Background: an optimization exercise with open tools, aiming at a short achievable clock period, few clock cycles and low power. Do not read the settings as production practice.
In this exercise RTL edits were held to simulation tests only and were not proved equivalent to the original.
Power and IR drop assume default switching activity.

<file path="flow/design.v">
module reg_file (clk, rst, we, wa, wd, ra1, ra2, rd1, rd2);
  input clk, rst, we;
  input [4:0] wa, ra1, ra2;
  input [31:0] wd;
  output [31:0] rd1, rd2;
  wire [32*32-1:0] q;
  reg  [31:1] v;
  wire [31:0] val = {v, 1'b0};
  assign q[31:0] = 32'd0;
  genvar g;
  generate
    for (g = 1; g < 32; g = g + 1) begin : R
      reg [31:0] d;
      always @(posedge clk)
        if (we && wa == g) d <= wd;
      assign q[g*32 +: 32] = d;
    end
  endgenerate
  always @(posedge clk) begin
    if (rst) v <= 31'd0;
    else if (we && wa != 5'd0) v[wa] <= 1'b1;
  end
  assign rd1 = q[ra1*32 +: 32] & {32{val[ra1]}};
  assign rd2 = q[ra2*32 +: 32] & {32{val[ra2]}};
endmodule
module mips_multi_cycle (rst, clk, memwrite, memread, adr, inst, writedata);
  input rst, clk;
  output [31:0] adr, writedata;
  input [31:0] inst;
  output memread, memwrite;
  reg        xv;                  
  reg [11:0] pcn;                 
  reg [31:0] A;                   
  reg [31:0] B;                   
  reg [12:0] imm;                 
  reg        x_sub, x_and, x_or, x_slt;
  reg        x_lw, x_sw, x_beq, x_j, x_jal, x_jr, x_we;
  reg [4:0]  x_wa;
  wire [32:0] s  = {1'b0, A} + {1'b0, B ^ {32{x_sub}}} + {32'd0, x_sub};
  wire [31:0] y  = x_and ? (A & B) :
                   x_or  ? (A | B) :
                   x_slt ? {31'd0, ~s[32]} : s[31:0];
  wire [31:0] wd = x_lw ? inst : (x_jal ? {18'd0, pcn, 2'b00} : y);
  wire        we = xv & x_we;
  wire [12:0] ea  = A[12:0] + imm;                
  wire        eq  = (A == B);
  wire [10:0] tgt = x_jr ? A[12:2] :
                    x_j ? imm[10:0] :
                    (x_beq & eq) ? (pcn[10:0] + imm[10:0]) : pcn[10:0];
  wire [10:0] fa  = xv ? tgt : pcn[10:0];         
  wire        fetch = ~(xv & (x_lw | x_sw));
  wire [5:0] op = inst[31:26];
  wire [4:0] rs = inst[25:21];
  wire [4:0] rt = inst[20:16];
  wire [4:0] rd = inst[15:11];
  wire [5:0] fn = inst[5:0];
  wire is_r    = (op == 6'h00);
  wire is_addi = (op == 6'h09);
  wire is_slti = (op == 6'h0A);
  wire is_lw   = (op == 6'h23);
  wire is_sw   = (op == 6'h2B);
  wire is_beq  = (op == 6'h04);
  wire is_j    = (op == 6'h02);
  wire is_jal  = (op == 6'h03);
  wire is_jr   = (op == 6'h06);
  wire f_add = (fn == 6'h20);
  wire f_sub = (fn == 6'h23);
  wire f_or  = (fn == 6'h25);
  wire f_slt = (fn == 6'h2A);
  wire use_imm = is_addi | is_slti;
  wire [4:0] nwa = is_r ? rd : (is_jal ? 5'd31 : rt);
  wire nwe = (is_r | is_addi | is_slti | is_jal | is_lw) & (nwa != 5'd0);
  wire [31:0] rd1, rd2;
  reg_file RF(.clk(clk), .rst(rst), .we(we), .wa(x_wa), .wd(wd),
              .ra1(rs), .ra2(rt), .rd1(rd1), .rd2(rd2));
  wire [31:0] na = (we & (x_wa == rs)) ? wd : rd1;
  wire [31:0] nb = use_imm ? {{16{inst[15]}}, inst[15:0]} :
                   (we & (x_wa == rt)) ? wd : rd2;
  always @(posedge clk) begin
    if (fetch) begin
      A     <= na;
      B     <= nb;
      imm   <= inst[12:0];
      x_sub <= (is_r & (f_sub | f_slt)) | is_slti;
      x_and <= is_r & ~(f_add | f_sub | f_or | f_slt);
      x_or  <= is_r & f_or;
      x_slt <= (is_r & f_slt) | is_slti;
      x_lw  <= is_lw;
      x_sw  <= is_sw;
      x_beq <= is_beq;
      x_j   <= is_j | is_jal;
      x_jal <= is_jal;
      x_jr  <= is_jr;
      x_we  <= nwe;
      x_wa  <= nwa;
    end
    if (rst) begin
      xv  <= 1'b0;
      pcn <= 12'd0;
    end else if (fetch) begin
      xv  <= 1'b1;
      pcn <= {1'b0, fa} + 12'd1;
    end else begin
      xv  <= 1'b0;
    end
  end
  assign memwrite  = xv & x_sw;
  assign memread   = ~memwrite;
  assign adr       = {19'd0, fetch ? fa : ea[12:2], 2'b00};
  assign writedata = B;
endmodule
</file>
<file path="flow/run.sh">
#!/bin/bash
# synth_recipe.tcl (not shown) runs the flow's synth.tcl, then flattens the netlist and writes it again
# the make line also repeats each setting of config.mk as NAME=value (left out here)
make -C /OpenROAD-flow-scripts/flow DESIGN_CONFIG=/design/flow/config.mk WORK_HOME=/design/flow/orfs CLKGATE_MAP_FILE= SYNTH_SCRIPT=/design/flow/synth_recipe.tcl finish
</file>
<file path="flow/config.mk">
export PLATFORM = sky130hd
export DESIGN_NAME = mips_multi_cycle
export DESIGN_NICKNAME = mips_multi_cycle
export VERILOG_FILES = /design/flow/design.v
export SDC_FILE = /design/flow/constraint.sdc
export NUM_CORES = 4
export LEC_CHECK = 0
export CAP_MARGIN = 20
export CORE_MARGIN = 2
export CORE_UTILIZATION = 40
export PLACE_DENSITY = 0.6
export SLEW_MARGIN = 20
</file>
<file path="flow/constraint.sdc">
create_clock -name core_clock -period 7.5 [get_ports {clk}]
set_input_delay 1.5000 -clock core_clock [delete_from_list [all_inputs] [get_ports {clk}]]
set_output_delay 1.5000 -clock core_clock [all_outputs]
set_load 0.01 [all_outputs]
</file>
==> impl_metrics.py, run 1 <==
metrics = {
    "synth": {
        "synth_cell_types": 90,
        "synth_compound_area_share_pct": 6.24,
        "yosys.area_share.simple_pct": 4.25,
        "syn_avg_cell_area_sq_um": 16.6,
        "synth-seq-cells": 1129,
        "synth_top_area_share_pct": 55.6,
        "synthArstFlopShare_pct": 0,
        "yosysTopAreaCell": "edfxtp_1",
        "ys_top_cells_by_area": "edfxtp_1, mux4_2, ha_1, dfxtp_1, a21oi_1",
        "ys_seq_area_share_pct": 57.2,
        "synth_xor_area_share_pct": 1.29,
        "yosys_warnings": 2,
        "synth_mux_area_share_pct": 25.4,
        "synthAdderAreaFrac_pct": 2.83,
        "synth_area_sq_um": 58500,
        "synth_top_family_by_area": "multiplexers",
        "syn_inst": 3535,
        "synth-main-ff-cell": "edfxtp_1",
        "synth-edff-count": 1085,
    },
    "floorplanning": {
        "die_area_sq_um": 149000,
        "fp-row-count": 140,
        "io_pins": 100,
        "core_sq_um": 146000,
        "die_w_um": 387,
        "start_util_pct": 40.2,
        "dieHeight_um": 387,
    },
    "layout": {
        "post-route-util_pct": 45.2,
        "drive_gt1_share_pct": 27.5,
        "final_cell_mix": "edfxtp_1, mux4_2, a21oi_1",
        "final_common_cell": "edfxtp_1",
        "fin_nets": 3738,
        "fin_cells": 5597,
        "area_growth_pct": 12.3,
    },
    "clocking": {
        "clk_transition_reported_paths_ns": 0.06,
        "cts_buffer_depth": 3,
        "tritoncts": "yes",
        "cts_resized": 0,
        "cts_sinks": 1129,
        "clk_latency_ns": 0.78,
        "cts_root_buf": "clkbuf_16",
        "htree_num_levels": 3,
        "cts_inserted_buffers": 117,
        "ctsHoldBuffers": 0,
        "cts_setup_buffers": 0,
    },
    "flow_run": {
        "maxCapViolations": 0,
    },
    "timing": {
        "maxSlewViolCount": 0,
        "maxSlewHeadroom_pct": 17.5,
        "setup_tns_ns": 0,
        "hold_violations": 0,
        "finalHoldWorstSlack_ns": 0.486,
        "tightest_slew_ns": 1.23,
        "fmax_mhz": 158,
        "post-route-period-util_pct": 84.2,
        "rsz0062_at_grt": "false",
        "clock_skew_ns": 0.0429,
        "setup_viol": 0,
        "min_period_ns": 6.32,
    },
    "global_route": {
        "gr-total-overflow": 0,
        "grt_max_degree": 98,
        "grt_pass1_wl_mm": 266,
        "grt_pass1_vias": 35371,
        "antenna_found_initial": 6,
        "track_usage_pct": 25.0,
    },
    "route": {
        "wl_met3_mm": 17.4,
        "drt.antenna.violating_nets": 0,
        "vias_per_cell": 6.42,
        "drc": 0,
        "wl_met2_mm": 88.9,
        "vias": 35959,
        "routed.top_layer": "met5",
        "drtPass1Iterations": 7,
        "drt_iter0_markers": 4358,
        "met1Wirelength_mm": 73.8,
        "routed_wirelength_mm": 188,
        "wl_per_cell_um": 33.6,
    },
    "worst_setup_path": {
        "critPathCaptureType": "output port",
        "cp_max_fo": 11,
        "critical_path_class": "reg2out",
        "crit_required_ns": 6.00,
        "cp-start-kind": "flop",
        "critPathArrivalTime_ns": 4.82,
    },
    "placement": {
        "portBuffers": 78,
        "gp_congestion": 0.965,
        "dpl.hpwl_mm": 110,
        "placed_cells": 5370,
    },
    "pwr": {
        "finalPower_mw": 16.9,
        "power.density_nw_per_um2": 257,
        "power.leakage_nw": 21.9,
        "peakVddDrop_mv": 0.202,
    },
    "hold_path": {
        "min_path_type": "reg2reg",
    },
    "run_status": {
        "status": "timing/DRC/antenna clean",
    },
}
[synthesized netlist by cell type, types with 19 or more instances]
library cell	n
edfxtp_1	1085
mux4_2	594
nor2_1	171
a21oi_1	164
clkbuf_1	158
ha_1	129
inv_1	125
nand2_1	112
o21ai_0	88
mux2i_1	78
mux2_2	64
xor2_1	52
buf_2	46
a22o_1	45
dfxtp_1	44
buf_1	39
o22ai_1	34
xnor2_1	34
nand3_1	31
nor3_1	30
nand2b_1	25
a21o_1	24
buf_4	24
o21a_1	24
a31oi_1	20
nand4_1	19
nor2b_1	19
nor4_1	19
o211ai_1	19
[final cells by class]
cell class / count / area (sq um)
clock buffers: 142 / 3090
flip-flops and latches: 1129 / 33500
clock inverters: 79 / 933
diodes: 5 / 12.5
inverters: 127 / 479
repair buffers: 167 / 1570
well taps: 1917 / 2400
fillers: 12490 / 79800
multi-input cells: 2031 / 23800
[final timing paths]
check | slack [ns] | cells past startpoint | endpoint | start
min | 0.49 | 2 | RF.v[15]$_SDFFE_PP0P_ | RF.v[15]$_SDFFE_PP0P_
min reg2reg | 0.49 | 2 | RF.v[15]$_SDFFE_PP0P_ | RF.v[15]$_SDFFE_PP0P_
max reg2reg | 2.25 | 11 | RF.R[20].d[24]$_DFFE_PP_ | x_sub$_DFFE_PN_
max | 1.18 | 11 | adr[11] | A[2]$_DFFE_PN_
[worst max-delay path: stages, from the launching register on]
cell             delay [ns]
edfxtp_1               0.45
inv_1                  0.10
ha_1                   0.36
nor4_1                 0.46
nand4_1                0.39
nor3_2                 0.84
nand2_1                0.12
or4_1                  0.44
nand2_1                0.15
nor2_1                 0.07
a21o_1                 0.18
clkdlybuf4s50_1        0.48
[logic make-up after synthesis]
group	Yosys count
mux	737
simple gates	507
xor+xnor	86
compound gates	549
buf+inv	395
fa+ha+maj	131
flops	1129
other cells	1
[registers in the layout, indices dropped and copies added (netlist names), 5 cells and up]
name and cells:
A 32, B 32, RF.R.d 992, RF.v 31
imm 13, pcn 12, x_wa 5
[metal layers]
metal,global-route usage [%],up-vias
li1,-,14655
met1,33.5,19150
met2,39.7,1816
met3,5.21,332
met4,10.3,6
met5,0,-
[metrics by stage]
step | instance area (sq um) | worst slack (ns)
after floorplan | 58600 | 1.54
final | 65800 | 1.18
after detailed placement | 61700 | 2.03
after global routing | 65700 | 0.969
after CTS | 65700 | 1.22
after global placement | 61700 | 1.74
[report_power, final]
part	switching, mW	internal, mW	total, mW
sequential	0.136	7.73	7.87
combinational	1.95	0.942	2.90
clock	2.55	3.58	6.14
total	4.64	12.3	16.9
Testbench counts, summed over its fixed seeds: cycles 64,912.
==> run 2: changes to the inputs <==
==> flow/design.v (replaced) <==
module reg_file (clk, rst, we, wa, wd, ra1, ra2, rd1, rd2);
  input clk, rst, we;
  input [4:0] wa, ra1, ra2;
  input [31:0] wd;
  output [31:0] rd1, rd2;
  wire [32*32-1:0] q;
  reg  [31:1] v;
  wire [31:0] val = {v, 1'b0};
  assign q[31:0] = 32'd0;
  genvar g;
  generate
    for (g = 1; g < 32; g = g + 1) begin : R
      reg [31:0] d;
      always @(posedge clk)
        if (we && wa == g) d <= wd;
      assign q[g*32 +: 32] = d;
    end
  endgenerate
  always @(posedge clk) begin
    if (rst) v <= 31'd0;
    else if (we && wa != 5'd0) v[wa] <= 1'b1;
  end
  assign rd1 = q[ra1*32 +: 32] & {32{val[ra1]}};
  assign rd2 = q[ra2*32 +: 32] & {32{val[ra2]}};
endmodule
module mips_multi_cycle (rst, clk, memwrite, memread, adr, inst, writedata);
  input rst, clk;
  output [31:0] adr, writedata;
  input [31:0] inst;
  output memread, memwrite;
  reg [10:0] adr_r;               
  reg        mc;                  
  reg        mw;                  
  reg [10:0] pcs;                 
  reg        xv;                  
  reg        x_lw;                
  reg [31:0] A;                   
  reg [31:0] B;                   
  reg        x_sub, x_and, x_or, x_slt;
  reg [4:0]  x_wa;                
  wire [32:0] s  = {1'b0, A} + {1'b0, B ^ {32{x_sub}}} + {32'd0, x_sub};
  wire [31:0] y  = x_and ? (A & B) :
                   x_or  ? (A | B) :
                   x_slt ? {31'd0, ~s[32]} : s[31:0];
  wire        we = xv | (mc & x_lw);
  wire [31:0] wd = mc ? inst : y;
  wire [5:0] op = inst[31:26];
  wire [4:0] rs = inst[25:21];
  wire [4:0] rt = inst[20:16];
  wire [4:0] rd = inst[15:11];
  wire [5:0] fn = inst[5:0];
  wire [15:0] imm = inst[15:0];
  wire is_r    = (op == 6'h00);
  wire is_addi = (op == 6'h09);
  wire is_slti = (op == 6'h0A);
  wire is_lw   = (op == 6'h23);
  wire is_sw   = (op == 6'h2B);
  wire is_beq  = (op == 6'h04);
  wire is_j    = (op == 6'h02);
  wire is_jal  = (op == 6'h03);
  wire is_jr   = (op == 6'h06);
  wire f_add = (fn == 6'h20);
  wire f_sub = (fn == 6'h23);
  wire f_or  = (fn == 6'h25);
  wire f_slt = (fn == 6'h2A);
  wire use_imm = is_addi | is_slti;
  wire [4:0] nwa = is_r ? rd : (is_jal ? 5'd31 : rt);
  wire alu_we = (is_r | is_addi | is_slti | is_jal) & (nwa != 5'd0);
  wire [31:0] rv1, rv2;
  reg_file RF(.clk(clk), .rst(rst), .we(we), .wa(x_wa), .wd(wd),
              .ra1(rs), .ra2(rt), .rd1(rv1), .rd2(rv2));
  wire hz_rs = xv & (x_wa == rs);
  wire hz_rt = xv & (x_wa == rt);
  wire [31:0] a = hz_rs ? y : rv1;
  wire [31:0] b = hz_rt ? y : rv2;
  wire [11:0] pc4 = {1'b0, adr_r} + 12'd1;
  wire [12:0] ea  = a[12:0] + imm[12:0];
  wire        eq  = (a == b);
  wire [10:0] nfa = (is_lw | is_sw) ? ea[12:2] :
                    is_jr ? a[12:2] :
                    (is_j | is_jal) ? inst[10:0] :
                    (is_beq & eq) ? (pc4[10:0] + imm[10:0]) : pc4[10:0];
  wire [31:0] na = is_jal ? 32'd0 : a;
  wire [31:0] nb = use_imm ? {{16{imm[15]}}, imm} :
                   is_jal  ? {18'd0, pc4, 2'b00} : b;
  wire go = ~mc;                  
  always @(posedge clk) begin
    if (go) begin
      A     <= na;
      B     <= nb;
      x_sub <= (is_r & (f_sub | f_slt)) | is_slti;
      x_and <= is_r & ~(f_add | f_sub | f_or | f_slt);
      x_or  <= is_r & f_or;
      x_slt <= (is_r & f_slt) | is_slti;
      x_wa  <= nwa;
      x_lw  <= is_lw & (rt != 5'd0);
      pcs   <= pc4[10:0];
    end
    if (rst) begin
      adr_r <= 11'd0;
      mc    <= 1'b0;
      mw    <= 1'b0;
      xv    <= 1'b0;
    end else if (mc) begin
      adr_r <= pcs;
      mc    <= 1'b0;
      mw    <= 1'b0;
      xv    <= 1'b0;
    end else begin
      adr_r <= nfa;
      mc    <= go & (is_lw | is_sw);
      mw    <= go & is_sw;
      xv    <= go & alu_we;
    end
  end
  assign memwrite  = mw;
  assign memread   = ~mw;
  assign adr       = {19'd0, adr_r, 2'b00};
  assign writedata = B;
endmodule
--- a/flow/config.mk
+++ b/flow/config.mk
@@ -9,4 +9,5 @@
 export CORE_MARGIN = 2
 export CORE_UTILIZATION = 40
 export PLACE_DENSITY = 0.6
+export SETUP_SLACK_MARGIN = 3
 export SLEW_MARGIN = 20
==> run 2 against run 1 <==
Compared with the run above: largest power group unchanged; cell count increased by 9.4%; total power decreased by 9.3%; register-to-register slack improved by 0.23 ns; synthesized cell count increased by 12%; non-clock buffer count increased by 150; utilization increased by 1.6 points; clock-buffer cell count decreased by 8; sequential power decreased by 7.0%; highest routed layer unchanged; area after synthesis increased by 0.59%; worst setup slack improved by 1.2 ns; sequential share of layout area decreased by 2.1 points; die area increased by 0.58%.
==> impl_metrics.py, run 2 <==
metrics = {
    "clocking": {
        "cts_inserted_buffers": 111,
        "cts_sinks": 1122,
        "tritoncts": "yes",
        "cts_root_buf": "clkbuf_16",
        "clk_latency_ns": 0.75,
        "cts_buffer_depth": 3,
        "ctsHoldBuffers": 0,
        "htree_num_levels": 3,
        "clk_transition_reported_paths_ns": 0.07,
    },
    "route": {
        "drt_iter0_markers": 5427,
        "wl_per_cell_um": 34.8,
        "drt.antenna.violating_nets": 0,
        "drtPass1Iterations": 6,
        "vias": 40795,
        "routed_wirelength_mm": 213,
        "drc": 0,
        "vias_per_cell": 6.66,
    },
    "flow_run": {
        "maxCapViolations": 0,
    },
    "pwr": {
        "p_int_mw": 11.2,
        "combPwrFrac_pct": 15.5,
        "power.leakage_nw": 22.9,
        "peakVddDrop_mv": 0.166,
        "p_sw_mw": 4.10,
        "power.density_nw_per_um2": 225,
        "swShare_pct": 26.8,
        "finalPower_mw": 15.3,
        "seq_power_share_pct": 47.7,
        "p_clk_share_pct": 36.8,
    },
    "layout": {
        "largest_reg_flops": 992,
        "fin_area_sq_um": 68200,
        "top_register": "RF.R.d",
        "reg_top3": "RF.R.d x992, A x32, B x32",
        "drive_gt1_share_pct": 28.2,
        "final_cell_mix": "edfxtp_1, mux4_2, nor2_1",
        "fin_nets": 4211,
        "area_growth_pct": 15.8,
        "final_common_cell": "edfxtp_1",
    },
    "floorplanning": {
        "die_w_um": 388,
        "io_pins": 100,
        "fp-row-count": 140,
        "core_sq_um": 146000,
        "die_area_sq_um": 150000,
        "start_util_pct": 40.4,
        "dieHeight_um": 388,
    },
    "worst_setup_path": {
        "cp_top_family": "compound AO/OA/AOI/OAI gates",
        "cp_max_fo": 32,
        "critPathArrivalTime_ns": 5.79,
        "critPathMaxStageDelay_ns": 0.51,
        "crit_required_ns": 8.16,
        "critical_path_class": "in2reg",
        "critPathCaptureType": "flop",
        "cp-start-kind": "input pin",
        "cpMaxStageDelayCell": "or4_1",
        "crit_chain": "buf_12 -> buf_6 -> nand2b_1 -> o221ai_1 -> a21oi_1 -> a311oi_2 -> buf_4 -> o211ai_1 -> o21ba_2 -> o21ai_0 -> o211a_1 -> nor4_1 -> buf_4 -> and4_4 -> a211oi_1 -> or4_1 -> a311oi_2",
        "cp_num_buf_inv": 4,
    },
    "global_route": {
        "grt_pass1_wl_mm": 298,
        "grt_pass1_vias": 39196,
        "track_usage_pct": 27.6,
        "gr-total-overflow": 0,
        "grt_max_degree": 61,
        "antenna_found_initial": 7,
    },
    "placement": {
        "portBuffers": 78,
        "gp_congestion": 0.928,
        "dpl.hpwl_mm": 129,
        "placed_cell_area_sq_um": 62400,
    },
    "timing": {
        "setup_viol": 0,
        "post-route-period-util_pct": 68.4,
        "min_period_ns": 5.13,
        "clock_skew_ns": 0.0394,
        "rsz0062_at_grt": "true",
        "maxSlewHeadroom_pct": 26.7,
        "maxSlewViolCount": 0,
        "setup_tns_ns": 0,
        "fmax_mhz": 195,
        "hold_violations": 0,
        "tightest_slew_ns": 1.10,
    },
    "synth": {
        "synth_top_area_share_pct": 54.9,
        "synth_area_sq_um": 58900,
        "synth_cell_types": 99,
        "yosys_warnings": 2,
        "ys_top_cells_by_area": "edfxtp_1, mux4_2, mux2i_1, nor2_1, a21oi_1",
        "yosysTopAreaCell": "edfxtp_1",
        "synth-edff-count": 1077,
        "synth.top_cells.by_count": "edfxtp_1, mux4_2, nor2_1",
        "synthArstFlopShare_pct": 0,
        "syn_inst": 3951,
        "synth-seq-cells": 1122,
        "synth_most_common_cell": "edfxtp_1",
        "synth-main-ff-cell": "edfxtp_1",
        "syn_avg_cell_area_sq_um": 14.9,
        "ys_seq_area_share_pct": 56.4,
    },
    "hold_path": {
        "min_path_type": "reg2reg",
    },
    "run_status": {
        "status": "timing/DRC/antenna clean",
    },
}
## run 2: cell count changes after synthesis, moves of 41 or more
cell	delta
mux4_2	-137
a22oi_1	+69
nand2_1	+113
a21oi_1	+41
mux2i_1	+82
inv_1	-83
clkbuf_1	-43
nor2_1	+116
ha_1	-64
## run 2: per-stage QoR
| stage | cells | hold slack, ns | util [%] | setup WS, ns |
|---|---|---|---|---|
| CTS | 6092 | 0.499 | 46.3 | 2.55 |
| finish | 6125 | 0.500 | 46.7 | 2.37 |
| global placement | 5838 | 0.480 | 42.7 | 0.810 |
| global route | 6124 | 0.528 | 46.7 | 2.36 |
| detailed placement | 5840 | 0.482 | 42.8 | 0.938 |
| floorplan | 3971 | 0.444 | - | 2.49 |
## run 2: worst paths after layout
| check | depth (start not counted) | slack, ns | to | startpoint |
|---|---|---|---|---|
| setup / recovery | 17 | 2.37 | adr_r[6]$_SDFF_PP0_ | inst[18] |
| setup reg to reg | 18 | 2.48 | adr_r[6]$_SDFF_PP0_ | x_sub$_DFFE_PN_ |
| hold reg to reg | 2 | 0.50 | RF.v[12]$_SDFFE_PP0P_ | RF.v[12]$_SDFFE_PP0P_ |
| hold / removal | 2 | 0.50 | RF.v[12]$_SDFFE_PP0P_ | RF.v[12]$_SDFFE_PP0P_ |
## run 2: area by class of cell
| type | count | area [sq um] |
|---|---|---|
| Inverter | 47 | 188 |
| Antenna cell | 3 | 7.51 |
| Clock inverter | 74 | 694 |
| Multi-Input combinational cell | 2511 | 25200 |
| Fill cell | 12464 | 77700 |
| Tap cell | 1917 | 2400 |
| Clock buffer | 134 | 2910 |
| Timing Repair Buffer | 317 | 3580 |
| Sequential cell | 1122 | 33200 |
## run 2: repair_timing
item,4_1_cts,5_1_grt
resized for setup,188,68
cloned,11,6
pin swaps,24,34
buffers inserted,33,23
setup endpoints to repair,224,11
## run 2: logic make-up after synthesis
family	share of synthesized area [%]
xor gates and xnor gates	1.58
and+or+nand+nor	6.65
buffers and inverters	3.09
muxes	21.9
adders and majority gates	1.45
DFF	56.4
other	0.00637
AOI/OAI and AO/OA	8.85
## run 2: power groups by stage
stage | Sequential [mW] | Combinational (mW) | Clock (mW)
after floorplan | 7.43 | 1.33 | 0
after global placement | 7.45 | 2.10 | 0
after detailed placement | 7.44 | 2.12 | 0
after CTS | 7.31 | 2.27 | 5.67
after global routing | 7.32 | 2.49 | 5.92
final | 7.32 | 2.38 | 5.64
## run 2: worst register-to-register path: cells and delay by family, from the launching register on
family	cells	cell delay, ns
buffers and inverters	3	0.53
AND/OR/NAND/NOR	7	2.40
AO/OA/AOI/OAI	5	0.87
XOR/XNOR	1	0.20
flip-flops	1	0.44
multiplexers	1	0.21
adder cells (fa/ha/maj)	1	0.29
## run 2: metal layers
layer,track usage [%],up-vias,wire length [um]
li1,-,16423,-
met1,36.6,21062,79100
met2,44.0,2757,99100
met3,5.67,547,23700
met4,12.3,6,11200
met5,0,-,29
Testbench counts of run 2, summed over its fixed seeds: cycles 64,912.

[separate check: timing with driven ports]
The results above use ideal ports. As a check the final layouts listed here were re-extracted and re-timed, cells and wires unchanged.
Step 1, drivers: a clkbuf_16 drives clk and a buf_2 each remaining input, both assumed.
Step 2 times the ports against the registers' clock, not the clock port: input delays grow and output delays shrink by t, the midpoint of the rising clock arrivals with the driver on.
Slacks: no drivers / after step 1 / after step 2; pairs: no drivers / after step 1.
run | t, ns | setup WS [ns] | worst register clock-pin slew, ns | pins driven straight from the clock port
run 1 | 0.843 | 1.181 / 1.094 / 1.936 | 0.07 / 0.07 | 1
run 2 | 0.810 | 2.371 / 2.212 / 1.402 | 0.07 / 0.07 | 1
After both steps setup and hold are still met in every run listed. The setup slack of run 2, which loses most, moves by -0.159 ns with the drivers and by -0.969 ns with both steps.
